From an optimization exercise on the open Yosys and OpenROAD flow, aimed at a short achievable clock period and few clock cycles; shortcuts taken in it are not production practice. For this run, only the layout was checked, not whether the RTL still works. No activity file was given, so power comes from the tool's default toggle rates.

### design.v
module instruction_fetch (
  input clk,
  input rstn,
  input suspend_cpu,
  input       pc_take_branch,    
  input [7:0] pc_branch_target,  
  output [7:0] pc_instruction_address
);
reg [7:0] pc;
always @(posedge clk or negedge rstn) begin
  if (rstn == 1'b0) begin
    pc <= 8'd0;
  end else if (pc_take_branch == 1'b1) begin
    pc <= pc_branch_target;
  end else if (suspend_cpu == 1'b0) begin
    pc <= pc + 8'd1;
  end
end
assign pc_instruction_address = pc;
endmodule
module instruction_decode (
  input clk,
  input rstn,
  input suspend_cpu,
  input [20:0] instruction,
  input [15:0] wb_regfile_writeback,  
  input  [3:0] wb_rd_id,              
  input        wb_reg_write,          
  output reg [4:0] opcode,
  output reg alu_src,
  output reg mem_branch,
  output reg mem_write,
  output reg mem_read,
  output reg reg_write,
  output reg mem_to_reg,
  output reg sema_read,
  output reg sema_write,
  output reg  [3:0] rd_id,
  output reg [15:0] rs1,
  output reg [15:0] rs2,
  output reg [15:0] imm
);
localparam ADD = 5'd0;
localparam SUB = 5'd1;
localparam MUL = 5'd2;
localparam DIV = 5'd3;
localparam AND = 5'd4;
localparam OR = 5'd5;
localparam XOR = 5'd6;
localparam NOT = 5'd7;
localparam ADDI = 5'd8;
localparam SUBI = 5'd9;
localparam MULI = 5'd10;
localparam DIVI = 5'd11;
localparam ANDI = 5'd12;
localparam ORI = 5'd13;
localparam XORI = 5'd14;
localparam SHL = 5'd15;
localparam SHR = 5'd16;
localparam SHLI = 5'd17;
localparam SHRI = 5'd18;
localparam BEQ = 5'd19;
localparam BNE = 5'd20;
localparam BGT = 5'd21;
localparam BLT = 5'd22;
localparam CEQ = 5'd23;
localparam CNE = 5'd24;
localparam CGT = 5'd25;
localparam CLT = 5'd26;
localparam LD = 5'd27;
localparam ST = 5'd28;
localparam SEMA_RD = 5'd29;
localparam SEMA_WR = 5'd30;
localparam JALR = 5'd31;
wire [4:0] op_i;
wire [3:0] rs1_id;
wire [3:0] rs2_id;
wire [7:0] i_imm;
wire [7:0] b_imm;
reg [15:0] regfile [1:15];
assign op_i   = instruction[4:0];
assign i_imm  = instruction[20:13];
assign b_imm  = {instruction[20:17], instruction[8:5]};
assign rs1_id = instruction[12:9];
assign rs2_id = instruction[16:13];
wire [15:0] rs1_val = (rs1_id == 4'd0) ? 16'd0 : regfile[rs1_id];
wire [15:0] rs2_val = (rs2_id == 4'd0) ? 16'd0 : regfile[rs2_id];
always @(posedge clk or negedge rstn) begin
  if (rstn == 1'b0) begin
    opcode <= 5'd0;
    alu_src <= 1'b0;
    mem_branch <= 1'b0;
    mem_write <= 1'b0;
    mem_read <= 1'b0;
    reg_write <= 1'b0;
    mem_to_reg <= 1'b0;
    sema_read <= 1'b0;
    sema_write <= 1'b0;
    rd_id <= 4'd0;
    rs1 <= 16'd0;
    rs2 <= 16'd0;
    imm <= 16'd0;
  end else if (suspend_cpu == 1'b0) begin
    opcode <= op_i;
    rd_id <= instruction[8:5];
    rs1 <= rs1_val;
    rs2 <= rs2_val;
    alu_src <= 1'b0;
    mem_branch <= 1'b0;
    mem_write <= 1'b0;
    mem_read <= 1'b0;
    reg_write <= 1'b0;
    mem_to_reg <= 1'b0;
    sema_read <= 1'b0;
    sema_write <= 1'b0;
    imm <= 16'd0;
    case (op_i)
      ADD, SUB, MUL, DIV, AND, OR, XOR, NOT, SHL, SHR: begin
        reg_write <= 1'b1;
      end
      ADDI, SUBI, MULI, DIVI, ANDI, ORI, XORI, SHLI, SHRI: begin
        alu_src <= 1'b1;
        reg_write <= 1'b1;
        imm <= {8'd0, i_imm};
      end
      BEQ, BNE, BGT, BLT: begin
        mem_branch <= 1'b1;
        imm <= {8'd0, b_imm};
      end
      CEQ, CNE, CGT, CLT: begin
        sema_write <= 1'b1;
      end
      LD: begin
        mem_read <= 1'b1;
        reg_write <= 1'b1;
        mem_to_reg <= 1'b1;
        imm <= {8'd0, i_imm};
      end
      ST: begin
        mem_write <= 1'b1;
        imm <= {8'd0, i_imm};
      end
      SEMA_RD: begin
        reg_write <= 1'b1;
        mem_to_reg <= 1'b1;
        sema_read <= 1'b1;
      end
      SEMA_WR: begin
        sema_write <= 1'b1;
      end
      JALR: begin
        mem_branch <= 1'b1;
        reg_write <= 1'b1;
      end
      default: begin
      end
    endcase
  end
end
integer i_reg;
always @(posedge clk or negedge rstn) begin
  if (rstn == 1'b0) begin
    for (i_reg = 1; i_reg < 16; i_reg = i_reg + 1) begin
      regfile[i_reg] <= 16'd0;
    end
  end else if ((wb_reg_write == 1'b1) && (wb_rd_id != 4'd0)) begin
    regfile[wb_rd_id] <= wb_regfile_writeback;
  end
end
endmodule
module instruction_execute (
  input  clk,
  input  rstn,
  input  suspend_cpu,
  output phase_done,
  input [4:0] id_opcode,
  input [7:0] id_pc,       
  input id_alu_src,
  input id_mem_branch,
  input id_mem_write,
  input id_mem_read,
  input id_reg_write,
  input id_mem_to_reg,
  input id_sema_read,
  input id_sema_write,
  input [3:0]  id_rd_id,
  input [15:0] id_rs1,
  input [15:0] id_rs2,
  input [15:0] id_imm,
  output reg [15:0] alu_result,
  output reg  [7:0] branch_target_address,
  output reg        branch_taken,
  output reg  [3:0] ex_rd_id,
  output reg        ex_mem_branch,
  output reg        ex_mem_write,
  output reg        ex_mem_read,
  output reg        ex_reg_write,
  output reg        ex_mem_to_reg,
  output reg        ex_sema_read,
  output reg        ex_sema_write,
  output reg  [7:0] ex_mem_addr,
  output reg [15:0] ex_mem_write_data
);
localparam ADD = 5'd0;
localparam SUB = 5'd1;
localparam MUL = 5'd2;
localparam DIV = 5'd3;
localparam AND = 5'd4;
localparam OR = 5'd5;
localparam XOR = 5'd6;
localparam NOT = 5'd7;
localparam ADDI = 5'd8;
localparam SUBI = 5'd9;
localparam MULI = 5'd10;
localparam DIVI = 5'd11;
localparam ANDI = 5'd12;
localparam ORI = 5'd13;
localparam XORI = 5'd14;
localparam SHL = 5'd15;
localparam SHR = 5'd16;
localparam SHLI = 5'd17;
localparam SHRI = 5'd18;
localparam BEQ = 5'd19;
localparam BNE = 5'd20;
localparam BGT = 5'd21;
localparam BLT = 5'd22;
localparam CEQ = 5'd23;
localparam CNE = 5'd24;
localparam CGT = 5'd25;
localparam CLT = 5'd26;
localparam JALR = 5'd31;
wire [15:0] alu_in1;
wire [15:0] alu_in2;
reg  [15:0] alu_single_cycle_out;
reg         cond;
wire is_multi_cycle = (id_opcode == MUL) || (id_opcode == MULI) ||
                      (id_opcode == DIV) || (id_opcode == DIVI);
wire is_div = (id_opcode == DIV) || (id_opcode == DIVI);
assign alu_in1 = id_rs1;
assign alu_in2 = (id_alu_src == 1'b1) ? id_imm : id_rs2;
always @(*) begin
  case (id_opcode)
    ADD, ADDI: alu_single_cycle_out = alu_in1 + alu_in2;
    SUB, SUBI: alu_single_cycle_out = alu_in1 - alu_in2;
    AND, ANDI: alu_single_cycle_out = alu_in1 & alu_in2;
    OR, ORI:   alu_single_cycle_out = alu_in1 | alu_in2;
    XOR, XORI: alu_single_cycle_out = alu_in1 ^ alu_in2;
    NOT:       alu_single_cycle_out = ~alu_in1;
    SHL, SHLI: alu_single_cycle_out = alu_in1 << alu_in2[3:0];
    SHR, SHRI: alu_single_cycle_out = alu_in1 >> alu_in2[3:0];
    JALR:      alu_single_cycle_out = {8'd0, id_pc};
    default:   alu_single_cycle_out = 16'b0;
  endcase
end
always @(*) begin
  case (id_opcode)
    BEQ, CEQ: cond = (alu_in1 == alu_in2);
    BNE, CNE: cond = (alu_in1 != alu_in2);
    BGT, CGT: cond = (alu_in1 > alu_in2);
    BLT, CLT: cond = (alu_in1 < alu_in2);
    JALR:     cond = 1'b1;
    default:  cond = 1'b0;
  endcase
end
reg [15:0] mul_acc;
reg [16:0] div_temp;
reg [15:0] dividend;
reg [15:0] divisor;
reg [15:0] multiplicand;
reg  [4:0] cycle_count;
wire [16:0] div_shift = {div_temp[15:0], dividend[15]};
wire [16:0] div_diff  = div_shift - {1'b0, divisor};
always @(posedge clk or negedge rstn) begin
  if (rstn == 1'b0) begin
    mul_acc <= 16'd0;
    div_temp <= 17'd0;
    dividend <= 16'd0;
    divisor <= 16'd0;
    multiplicand <= 16'd0;
    cycle_count <= 5'd0;
  end else if ((suspend_cpu == 1'b0) && is_multi_cycle) begin
    if (cycle_count == 5'd0) begin
      mul_acc <= 16'd0;
      div_temp <= 17'd0;
      multiplicand <= alu_in1;
      dividend <= is_div ? alu_in1 : alu_in2;
      divisor <= alu_in2;
      cycle_count <= 5'd1;
    end else if (cycle_count <= 5'd16) begin
      if (is_div) begin
        if (div_diff[16] == 1'b0) begin
          div_temp <= div_diff;
          dividend <= {dividend[14:0], 1'b1};
        end else begin
          div_temp <= div_shift;
          dividend <= {dividend[14:0], 1'b0};
        end
      end else begin
        if (dividend[0]) begin
          mul_acc <= mul_acc + multiplicand;
        end
        multiplicand <= multiplicand << 1;
        dividend <= dividend >> 1;
      end
      cycle_count <= cycle_count + 5'd1;
    end
  end else begin
    cycle_count <= 5'd0;
  end
end
assign phase_done = is_multi_cycle ? (cycle_count == 5'd17) : 1'b1;
always @(posedge clk or negedge rstn) begin
  if (rstn == 1'b0) begin
    alu_result    <= 16'd0;
    branch_target_address <= 8'd0;
    branch_taken  <= 1'b0;
    ex_rd_id      <= 4'b0;
    ex_mem_branch <= 1'b0;
    ex_mem_write  <= 1'b0;
    ex_mem_read   <= 1'b0;
    ex_reg_write  <= 1'b0;
    ex_mem_to_reg <= 1'b0;
    ex_sema_read  <= 1'b0;
    ex_sema_write <= 1'b0;
    ex_mem_addr   <= 8'd0;
    ex_mem_write_data <= 16'd0;
  end else if ((suspend_cpu == 1'b0) && phase_done) begin
    alu_result    <= is_multi_cycle ? (is_div ? dividend : mul_acc) : alu_single_cycle_out;
    branch_target_address <= (id_opcode == JALR) ? alu_in1[7:0] : id_imm[7:0];
    branch_taken  <= cond;
    ex_rd_id      <= id_rd_id;
    ex_mem_branch <= id_mem_branch;
    ex_mem_write  <= id_mem_write;
    ex_mem_read   <= id_mem_read;
    ex_reg_write  <= id_reg_write;
    ex_mem_to_reg <= id_mem_to_reg;
    ex_sema_read  <= id_sema_read;
    ex_sema_write <= id_sema_write;
    ex_mem_addr   <= id_imm[7:0];
    ex_mem_write_data <= (id_opcode == CEQ || id_opcode == CNE ||
                          id_opcode == CGT || id_opcode == CLT) ? {15'd0, cond} : id_rs1;
  end
end
endmodule
module memory_access (
  input clk,
  input rstn,
  input suspend_cpu,
  output phase_done,
  input sema_valid,
  input sema_data_in,
  input sema_is_empty,
  output sema_ready,
  output sema_write,
  output sema_data_out,
  input [15:0] ex_alu_result,
  input  [7:0] ex_branch_target_address,
  input        ex_branch_taken,
  input  [3:0] ex_rd_id,
  input        ex_mem_branch,
  input        ex_mem_write,
  input        ex_mem_read,
  input        ex_reg_write,
  input        ex_mem_to_reg,
  input        ex_sema_read,
  input        ex_sema_write,
  input  [7:0] ex_mem_addr,
  input [15:0] ex_mem_write_data,
  input [15:0] data_memory_read_data,
  output  [7:0] data_memory_address,
  output        data_memory_write_en,
  output [15:0] data_memory_write_data,
  output reg [15:0] mem_alu_result,
  output reg  [3:0] mem_rd_id,
  output reg        mem_reg_write,
  output            mem_take_branch,
  output      [7:0] mem_branch_target_address
);
assign data_memory_address = ex_mem_addr;
assign data_memory_write_en = ex_mem_write & ~suspend_cpu;
assign data_memory_write_data = ex_mem_write_data;
assign mem_take_branch = ex_branch_taken & ex_mem_branch & ~suspend_cpu;
assign mem_branch_target_address = ex_branch_target_address;
assign sema_write    = ex_sema_write & ~suspend_cpu;
assign sema_data_out = ex_mem_write_data[0];
assign sema_ready    = ex_sema_read & ~suspend_cpu;
assign phase_done = ex_sema_write ? sema_is_empty :
                    ex_sema_read  ? sema_valid    : 1'b1;
always @(posedge clk or negedge rstn) begin
  if (rstn == 1'b0) begin
    mem_alu_result <= 16'd0;
    mem_rd_id      <= 4'd0;
    mem_reg_write  <= 1'b0;
  end else if ((suspend_cpu == 1'b0) && phase_done) begin
    if (ex_mem_to_reg == 1'b1) begin
      mem_alu_result <= ex_sema_read ? {15'd0, sema_data_in} : data_memory_read_data;
    end else begin
      mem_alu_result <= ex_alu_result;
    end
    mem_rd_id      <= ex_rd_id;
    mem_reg_write  <= ex_reg_write;
  end
end
endmodule
module register_writeback (
  input suspend_cpu,
  input [15:0] mem_alu_result,
  input  [3:0] mem_rd_id,
  input        mem_reg_write,
  output [15:0] wb_regfile_writeback,
  output  [3:0] wb_rd_id,
  output        wb_reg_write
);
assign wb_reg_write = mem_reg_write & ~suspend_cpu;
assign wb_rd_id = mem_rd_id;
assign wb_regfile_writeback = mem_alu_result;
endmodule
module byte_unit_top (
  input clk,
  input rstn,
  output  [7:0] imem_addr,
  input  [20:0] imem_data,
  output  [7:0] dmem_addr,
  output        dmem_we,
  output [15:0] dmem_wdata,
  input  [15:0] dmem_rdata,
  input  sema_valid_i,  
  input  sema_data_i,   
  output sema_ready_o,  
  input  sema_is_empty_i,  
  output sema_write_o,     
  output sema_data_o,      
  output halted
);
wire [7:0]  if_instruction_address_o;
reg  [20:0] if_instruction;
wire [4:0]  id_opcode_o;
wire        id_alu_src_o;
wire        id_mem_branch_o;
wire        id_mem_write_o;
wire        id_mem_read_o;
wire        id_reg_write_o;
wire        id_mem_to_reg_o;
wire        id_sema_read_o;
wire        id_sema_write_o;
wire [3:0]  id_rd_id_o;
wire [15:0] id_rs1_o;
wire [15:0] id_rs2_o;
wire [15:0] id_imm_o;
wire        ex_phase_done_o;
wire [15:0] ex_alu_result_o;
wire  [7:0] ex_branch_target_address_o;
wire        ex_branch_taken_o;
wire  [3:0] ex_rd_id_o;
wire        ex_mem_branch_o;
wire        ex_mem_write_o;
wire        ex_mem_read_o;
wire        ex_reg_write_o;
wire        ex_mem_to_reg_o;
wire        ex_sema_read_o;
wire        ex_sema_write_o;
wire  [7:0] ex_mem_addr_o;
wire [15:0] ex_mem_write_data_o;
wire        mem_phase_done_o;
wire [15:0] mem_alu_result_o;
wire [3:0]  mem_rd_id_o;
wire        mem_reg_write_o;
wire        mem_take_branch_o;
wire  [7:0] mem_branch_target_address_o;
wire [15:0] wb_regfile_writeback_o;
wire  [3:0] wb_rd_id_o;
wire        wb_reg_write_o;
localparam [2:0] IF = 3'd0, ID = 3'd1, EX = 3'd2, MEM = 3'd3, WB = 3'd4, HALT = 3'd5;
reg [2:0] cpu_phase;
wire if_suspend_cpu_i  = (cpu_phase != IF);
wire id_suspend_cpu_i  = (cpu_phase != ID);
wire ex_suspend_cpu_i  = (cpu_phase != EX);
wire mem_suspend_cpu_i = (cpu_phase != MEM);
wire wb_suspend_cpu_i  = (cpu_phase != WB);
always @(posedge clk or negedge rstn) begin
  if (rstn == 1'b0) begin
    cpu_phase <= IF;
  end else begin
    case (cpu_phase)
      IF:  cpu_phase <= (&imem_data) ? HALT : ID;
      ID:  cpu_phase <= EX;
      EX:  if (ex_phase_done_o) cpu_phase <= MEM;
      MEM: if (mem_phase_done_o) cpu_phase <= WB;
      WB:  cpu_phase <= IF;
      default: cpu_phase <= HALT;
    endcase
  end
end
always @(posedge clk or negedge rstn) begin
  if (rstn == 1'b0) begin
    if_instruction <= {{16{1'b0}}, 5'b01111};  
  end else if (if_suspend_cpu_i == 1'b0) begin
    if_instruction <= imem_data;
  end
end
assign imem_addr = if_instruction_address_o;
assign halted = (cpu_phase == HALT);
instruction_fetch instruction_fetch_inst (
  .clk (clk),
  .rstn (rstn),
  .suspend_cpu (if_suspend_cpu_i),
  .pc_take_branch (mem_take_branch_o),
  .pc_branch_target (mem_branch_target_address_o),
  .pc_instruction_address (if_instruction_address_o)
);
instruction_decode instruction_decode_inst (
  .clk (clk),
  .rstn (rstn),
  .suspend_cpu (id_suspend_cpu_i),
  .instruction (if_instruction),
  .wb_regfile_writeback (wb_regfile_writeback_o),
  .wb_reg_write (wb_reg_write_o),
  .wb_rd_id (wb_rd_id_o),
  .opcode (id_opcode_o),
  .alu_src (id_alu_src_o),
  .mem_branch (id_mem_branch_o),
  .mem_write (id_mem_write_o),
  .mem_read (id_mem_read_o),
  .reg_write (id_reg_write_o),
  .mem_to_reg (id_mem_to_reg_o),
  .sema_read (id_sema_read_o),
  .sema_write (id_sema_write_o),
  .rd_id (id_rd_id_o),
  .rs1 (id_rs1_o),
  .rs2 (id_rs2_o),
  .imm (id_imm_o)
);
instruction_execute instruction_execute_inst (
  .clk (clk),
  .rstn (rstn),
  .suspend_cpu (ex_suspend_cpu_i),
  .phase_done (ex_phase_done_o),
  .id_opcode (id_opcode_o),
  .id_pc (if_instruction_address_o),
  .id_alu_src (id_alu_src_o),
  .id_mem_branch (id_mem_branch_o),
  .id_mem_write (id_mem_write_o),
  .id_mem_read (id_mem_read_o),
  .id_reg_write (id_reg_write_o),
  .id_mem_to_reg (id_mem_to_reg_o),
  .id_sema_read (id_sema_read_o),
  .id_sema_write (id_sema_write_o),
  .id_rd_id (id_rd_id_o),
  .id_rs1 (id_rs1_o),
  .id_rs2 (id_rs2_o),
  .id_imm (id_imm_o),
  .alu_result (ex_alu_result_o),
  .branch_target_address (ex_branch_target_address_o),
  .branch_taken (ex_branch_taken_o),
  .ex_rd_id (ex_rd_id_o),
  .ex_mem_branch (ex_mem_branch_o),
  .ex_mem_write (ex_mem_write_o),
  .ex_mem_read (ex_mem_read_o),
  .ex_reg_write (ex_reg_write_o),
  .ex_mem_to_reg (ex_mem_to_reg_o),
  .ex_sema_read (ex_sema_read_o),
  .ex_sema_write (ex_sema_write_o),
  .ex_mem_addr (ex_mem_addr_o),
  .ex_mem_write_data (ex_mem_write_data_o)
);
memory_access memory_access_inst (
  .clk (clk),
  .rstn (rstn),
  .suspend_cpu (mem_suspend_cpu_i),
  .phase_done (mem_phase_done_o),
  .sema_valid (sema_valid_i),
  .sema_data_in (sema_data_i),
  .sema_is_empty (sema_is_empty_i),
  .sema_ready (sema_ready_o),
  .sema_write (sema_write_o),
  .sema_data_out (sema_data_o),
  .ex_alu_result (ex_alu_result_o),
  .ex_branch_target_address (ex_branch_target_address_o),
  .ex_branch_taken (ex_branch_taken_o),
  .ex_rd_id (ex_rd_id_o),
  .ex_mem_branch (ex_mem_branch_o),
  .ex_mem_write (ex_mem_write_o),
  .ex_mem_read (ex_mem_read_o),
  .ex_reg_write (ex_reg_write_o),
  .ex_mem_to_reg (ex_mem_to_reg_o),
  .ex_sema_read (ex_sema_read_o),
  .ex_sema_write (ex_sema_write_o),
  .ex_mem_addr (ex_mem_addr_o),
  .ex_mem_write_data (ex_mem_write_data_o),
  .data_memory_read_data (dmem_rdata),
  .data_memory_address (dmem_addr),
  .data_memory_write_en (dmem_we),
  .data_memory_write_data (dmem_wdata),
  .mem_alu_result (mem_alu_result_o),
  .mem_rd_id (mem_rd_id_o),
  .mem_reg_write (mem_reg_write_o),
  .mem_take_branch (mem_take_branch_o),
  .mem_branch_target_address (mem_branch_target_address_o)
);
register_writeback register_writeback_inst (
  .suspend_cpu (wb_suspend_cpu_i),
  .mem_alu_result (mem_alu_result_o),
  .mem_rd_id (mem_rd_id_o),
  .mem_reg_write (mem_reg_write_o),
  .wb_regfile_writeback (wb_regfile_writeback_o),
  .wb_rd_id (wb_rd_id_o),
  .wb_reg_write (wb_reg_write_o)
);
endmodule
### run.sh
#!/bin/bash
# synth_recipe.tcl (not shown) runs the flow's synth.tcl, then flattens the netlist and writes it again
# the make line also repeats each setting of config.mk as NAME=value (left out here)
make -C /OpenROAD-flow-scripts/flow DESIGN_CONFIG=/design/flow/config.mk WORK_HOME=/design/flow/orfs CLKGATE_MAP_FILE= SYNTH_SCRIPT=/design/flow/synth_recipe.tcl finish
### config.mk
export PLATFORM = sky130hd
export DESIGN_NAME = byte_unit_top
export DESIGN_NICKNAME = byte_unit_top
export VERILOG_FILES = /design/flow/design.v
export SDC_FILE = /design/flow/constraint.sdc
export NUM_CORES = 4
export LEC_CHECK = 0
export CAP_MARGIN = 20
export CORE_MARGIN = 2
export CORE_UTILIZATION = 40
export SLEW_MARGIN = 20
### constraint.sdc
create_clock -name core_clock -period 5.0 [get_ports {clk}]
set_input_delay 1.0000 -clock core_clock [delete_from_list [all_inputs] [get_ports {clk}]]
set_output_delay 1.0000 -clock core_clock [all_outputs]
set_load 0.01 [all_outputs]
==> notes.md <==
[cell usage after synthesis, types with 17 or more instances]
| library cell | count | share of area |
|---|---|---|
| xnor2_1 | 24 | 0.0074 |
| a31oi_1 | 33 | 0.0072 |
| buf_1 | 17 | 0.0022 |
| nand3_1 | 76 | 0.013 |
| nor3_1 | 53 | 0.0093 |
| a211oi_1 | 20 | 0.0053 |
| and3_1 | 19 | 0.0042 |
| clkbuf_1 | 150 | 0.020 |
| nor2b_1 | 31 | 0.0068 |
| o21ai_0 | 105 | 0.018 |
| nor2_1 | 180 | 0.024 |
| mux4_2 | 22 | 0.017 |
| a22oi_1 | 112 | 0.029 |
| nand2b_1 | 34 | 0.0075 |
| mux2_2 | 266 | 0.11 |
| mux2i_1 | 73 | 0.026 |
| o221ai_1 | 42 | 0.013 |
| nand4_1 | 44 | 0.0097 |
| a22o_1 | 54 | 0.017 |
| a221oi_1 | 33 | 0.010 |
| nand2_1 | 359 | 0.047 |
| a222oi_1 | 40 | 0.014 |
| inv_1 | 76 | 0.010 |
| a21oi_1 | 122 | 0.021 |
| buf_2 | 27 | 0.0047 |
| dfrtp_1 | 489 | 0.43 |
| ha_1 | 84 | 0.037 |
| a21o_1 | 19 | 0.0050 |
[power by group through the flow]
stage | combinational (uW) | clock [uW] | sequential (uW)
after floorplan | 1.32 | 0 | 4060
after global placement | 128 | 0 | 4060
after detailed placement | 132 | 0 | 4060
after CTS | 132 | 4200 | 3990
after global routing | 144 | 4370 | 3990
final | 127 | 4140 | 3990
[routing by layer]
metal | vias to the layer above | wire length (um) | track usage | part of all wire
met5 | - | 0 | 0 | 0
met4 | 0 | 4600 | 0.117 | 0.044
met3 | 334 | 8380 | 0.0545 | 0.081
met2 | 1309 | 47700 | 0.446 | 0.46
met1 | 12400 | 42700 | 0.365 | 0.41
li1 | 10600 | - | - | -
[how the worst min path moves through the flow]
stage / end / slack [ns] / cells past startpoint / from
floorplan: instruction_execute_inst.ex_mem_write$_DFFE_PN0P_ / 0.44 / 2 / instruction_execute_inst.ex_mem_write$_DFFE_PN0P_
CTS: instruction_execute_inst.cycle_count[0]$_DFFE_PN0P_ / 0.44 / 1 / rstn
finish: instruction_execute_inst.cycle_count[0]$_DFFE_PN0P_ / 0.38 / 1 / rstn
detailed placement: instruction_execute_inst.ex_mem_branch$_DFFE_PN0P_ / 0.46 / 2 / instruction_decode_inst.mem_branch$_DFFE_PN0P_
global placement: instruction_execute_inst.ex_mem_branch$_DFFE_PN0P_ / 0.45 / 2 / instruction_execute_inst.ex_mem_branch$_DFFE_PN0P_
global route: instruction_execute_inst.cycle_count[0]$_DFFE_PN0P_ / 0.46 / 1 / rstn
[per-stage QoR]
stage	cells	area [um2]
finish	3849	32400
global route	3849	32400
CTS	3845	32300
detailed placement	3747	30500
global placement	3744	30400
floorplan	2858	28500
[cell families after synthesis]
kind of cell               count (synthesis)  share of synthesized area
AOI/OAI and AO/OA                        713                      0.182
xor gates and xnor gates                  36                     0.0111
buffers and inverters                    285                     0.0409
adders and majority gates                 88                     0.0397
DFF                                      493                      0.433
and+or+nand+nor                          880                      0.144
muxes                                    363                      0.150
[critical path, stage by stage, from the launching register on]
cell and delay [ns]:
dfrtp_1 0.55, buf_4 0.31, mux2i_1 0.32, ha_1 0.42, or3b_1 0.20, a31oi_2 0.14
o311ai_0 0.82, a31oi_1 0.23, o31a_1 0.35, o21ai_0 0.19, a21oi_1 0.10
[layout make-up]
type | instances | area (um2) | share of cell area
clock inverters | 22 | 285 | 0.00881
repair buffers | 157 | 1490 | 0.0460
flip-flops and latches | 493 | 12300 | 0.381
multi-input cells | 2080 | 15200 | 0.471
clock buffers | 76 | 1540 | 0.0476
inverters | 81 | 307 | 0.00947
well taps | 940 | 1180 | 0.0363
==> impl_results.md <==
* Die Y at between 200 and 300 um
* CP Capture Point: instruction_execute_inst.alu_result[12]$_DFFE_PN0P_
* Routed vias at between 20,000 and 25,000
* Tmin final at between 3 and 4 ns
* Hold slack at around 0.38 ns
* Critical R2R Launch: instruction_decode_inst.alu_src$_DFFE_PN0P_
* # H-tree levels at 2
* Total core area at around 0.07 mm2
* Status: no timing/DRC/antenna violations
* Final Hold Violating Endpoints at 0
* Flop pwr share at 0.483
* DR pass1 iterations at 9
* Max reg flops at 240
* Die X at 271 um
* Final Skew at roughly 0.036 ns
* Register name with the most flops: instruction_decode_inst.regfile
* Slew at the pin closest to its max-slew limit at approximately 1.2 ns
* R2R Setup Slk at around 1.2 ns
* Vias/cell at ~6.4
* Biggest registers after layout: instruction_decode_inst.regfile x240, if_instruction x21
* Post-CTS Setup Inserts at 0
* Antenna cells at 0
* Startpoint Class: flip-flop
* Bufs on Longest Clock Path at 3
* CTS tree: built
* Final setup margin at 1.21 ns
* Clock root cell: clkbuf_16
* Synthesis Warnings at 6
* Fin Setup TNS at 0 ns
* Max frequency at 0.264 GHz
* # hold bufs at CTS at 0
* Crit. End Element: flip-flop
* Hold Crit Class: in2async
* Power share of the combinational group at 0.015
* I/O pin cnt at slightly below 80
* Share of layout cells above drive strength 1 at 0.187
* Flops & latches, synth at between 400 and 500
* Mapped Cells at 2,858
* Post_cts resized at 0
* Num CTS Buffers at 53
* Vias in the first global route at approximately 25,000
* Area grow syn2layout at 13.6%
* Net Switching at roughly 1900 uW
* Final net count at about 3,000
* Final WL at slightly above 100,000 um
* Pwr dens at between 200 and 300 mW/mm2
* Total power at 8260 uW
* FF-to-FF End: instruction_execute_inst.alu_result[12]$_DFFE_PN0P_
* R2R depth at 10
* Die area at between 0.07 and 0.08 mm2
* Unrepaired setup endpoints after global routing: no
* Final core utilization at 0.461
* Clock transition at the registers of the reported paths at ~0.060 ns
* Worst path arrival time at around 4.3 ns
* Pint at between 6000 and 7000 uW
* Async SR Flop Fraction at 1.00
* DR iter-0 viols at 3,239
* EDFF count, synth at 0
* Congestion Overflow GR at 0
* Clk Latency, worst-skew pair at 0.66 ns
* First-pass GRT wire length at between 150,000 and 200,000 um
* Tot GR Track Use at 0.277
* Number of antenna violations at the first check in global routing at 1
* Net Sw Frac at 0.226
* # setup viols final at 0
* Pin count of the biggest net entering global routing at around 100
* Buffers on Ports at roughly 80
* Worst setup path startpoint: instruction_decode_inst.alu_src$_DFFE_PN0P_
* Most frequent cells in the layout: dfrtp_1, nand2_1, mux2_2
* Final period util at 0.758
* Slew Viols, Final at 0
* Fillers at between 6,000 and 7,000
* DRT antenna net count at 0
* Routability Congestion at between 0.9 and 1
* Clk pwr share at 0.502
* Worst Path Required at approximately 5.5 ns
* Register area share after synthesis at 0.433
* Ys flop type: dfrtp_1
* Slew headroom at 0.186
* DR DRC count at 0
* Peak supply drop at between 200 and 300 uV
* FP Rows at just under 100
* Placement Setup Slack at 1.27 ns
* Routed len/inst at roughly 27 um
* Synthesized Nets at roughly 3,000
* Avg Cell Area, Syn at between 9 and 10 um2
* CTS Sinks at 493
* Leakage Power at about 0.015 uW
* Worst-path fanout max at 14
* Synth cell types at just under 100
* Commonest non-fill, non-tap cell in the layout: dfrtp_1
* Mapped Area at between 0.02 and 0.03 mm2
* Max Cap Viol at 0
* Initial Utilization at 0.406
* DP HPWL at between 60,000 and 70,000 um
* CP Class: reg2reg

==> port drivers added, routing unchanged <==
The results above use ideal ports. As a check the final layout listed here was re-extracted and re-timed, cells and wires unchanged. Step 1 (the two cells are an assumption about what drives the block):
set clk [get_ports {clk}]
set_driving_cell -lib_cell sky130_fd_sc_hd__clkbuf_16 $clk
set_driving_cell -lib_cell sky130_fd_sc_hd__buf_2 [delete_from_list [all_inputs] $clk]
Step 2 moves the port delays by t, midway between the first and last clock arrival at a register: inputs arrive t later, outputs are due t later. That takes back most of the time a late clock gives input paths. Slacks: ideal ports / drivers / drivers and shift; pairs: ideal ports / drivers.
t (ns): 0.700
setup WS [ns]: 1.211 / 1.211 / 1.211
pins driven straight from the clock port: 1
After both steps this run still meets setup and hold. For this run, drivers alone change the setup slack by 0.000 ns; drivers and shift together by 0.000 ns.
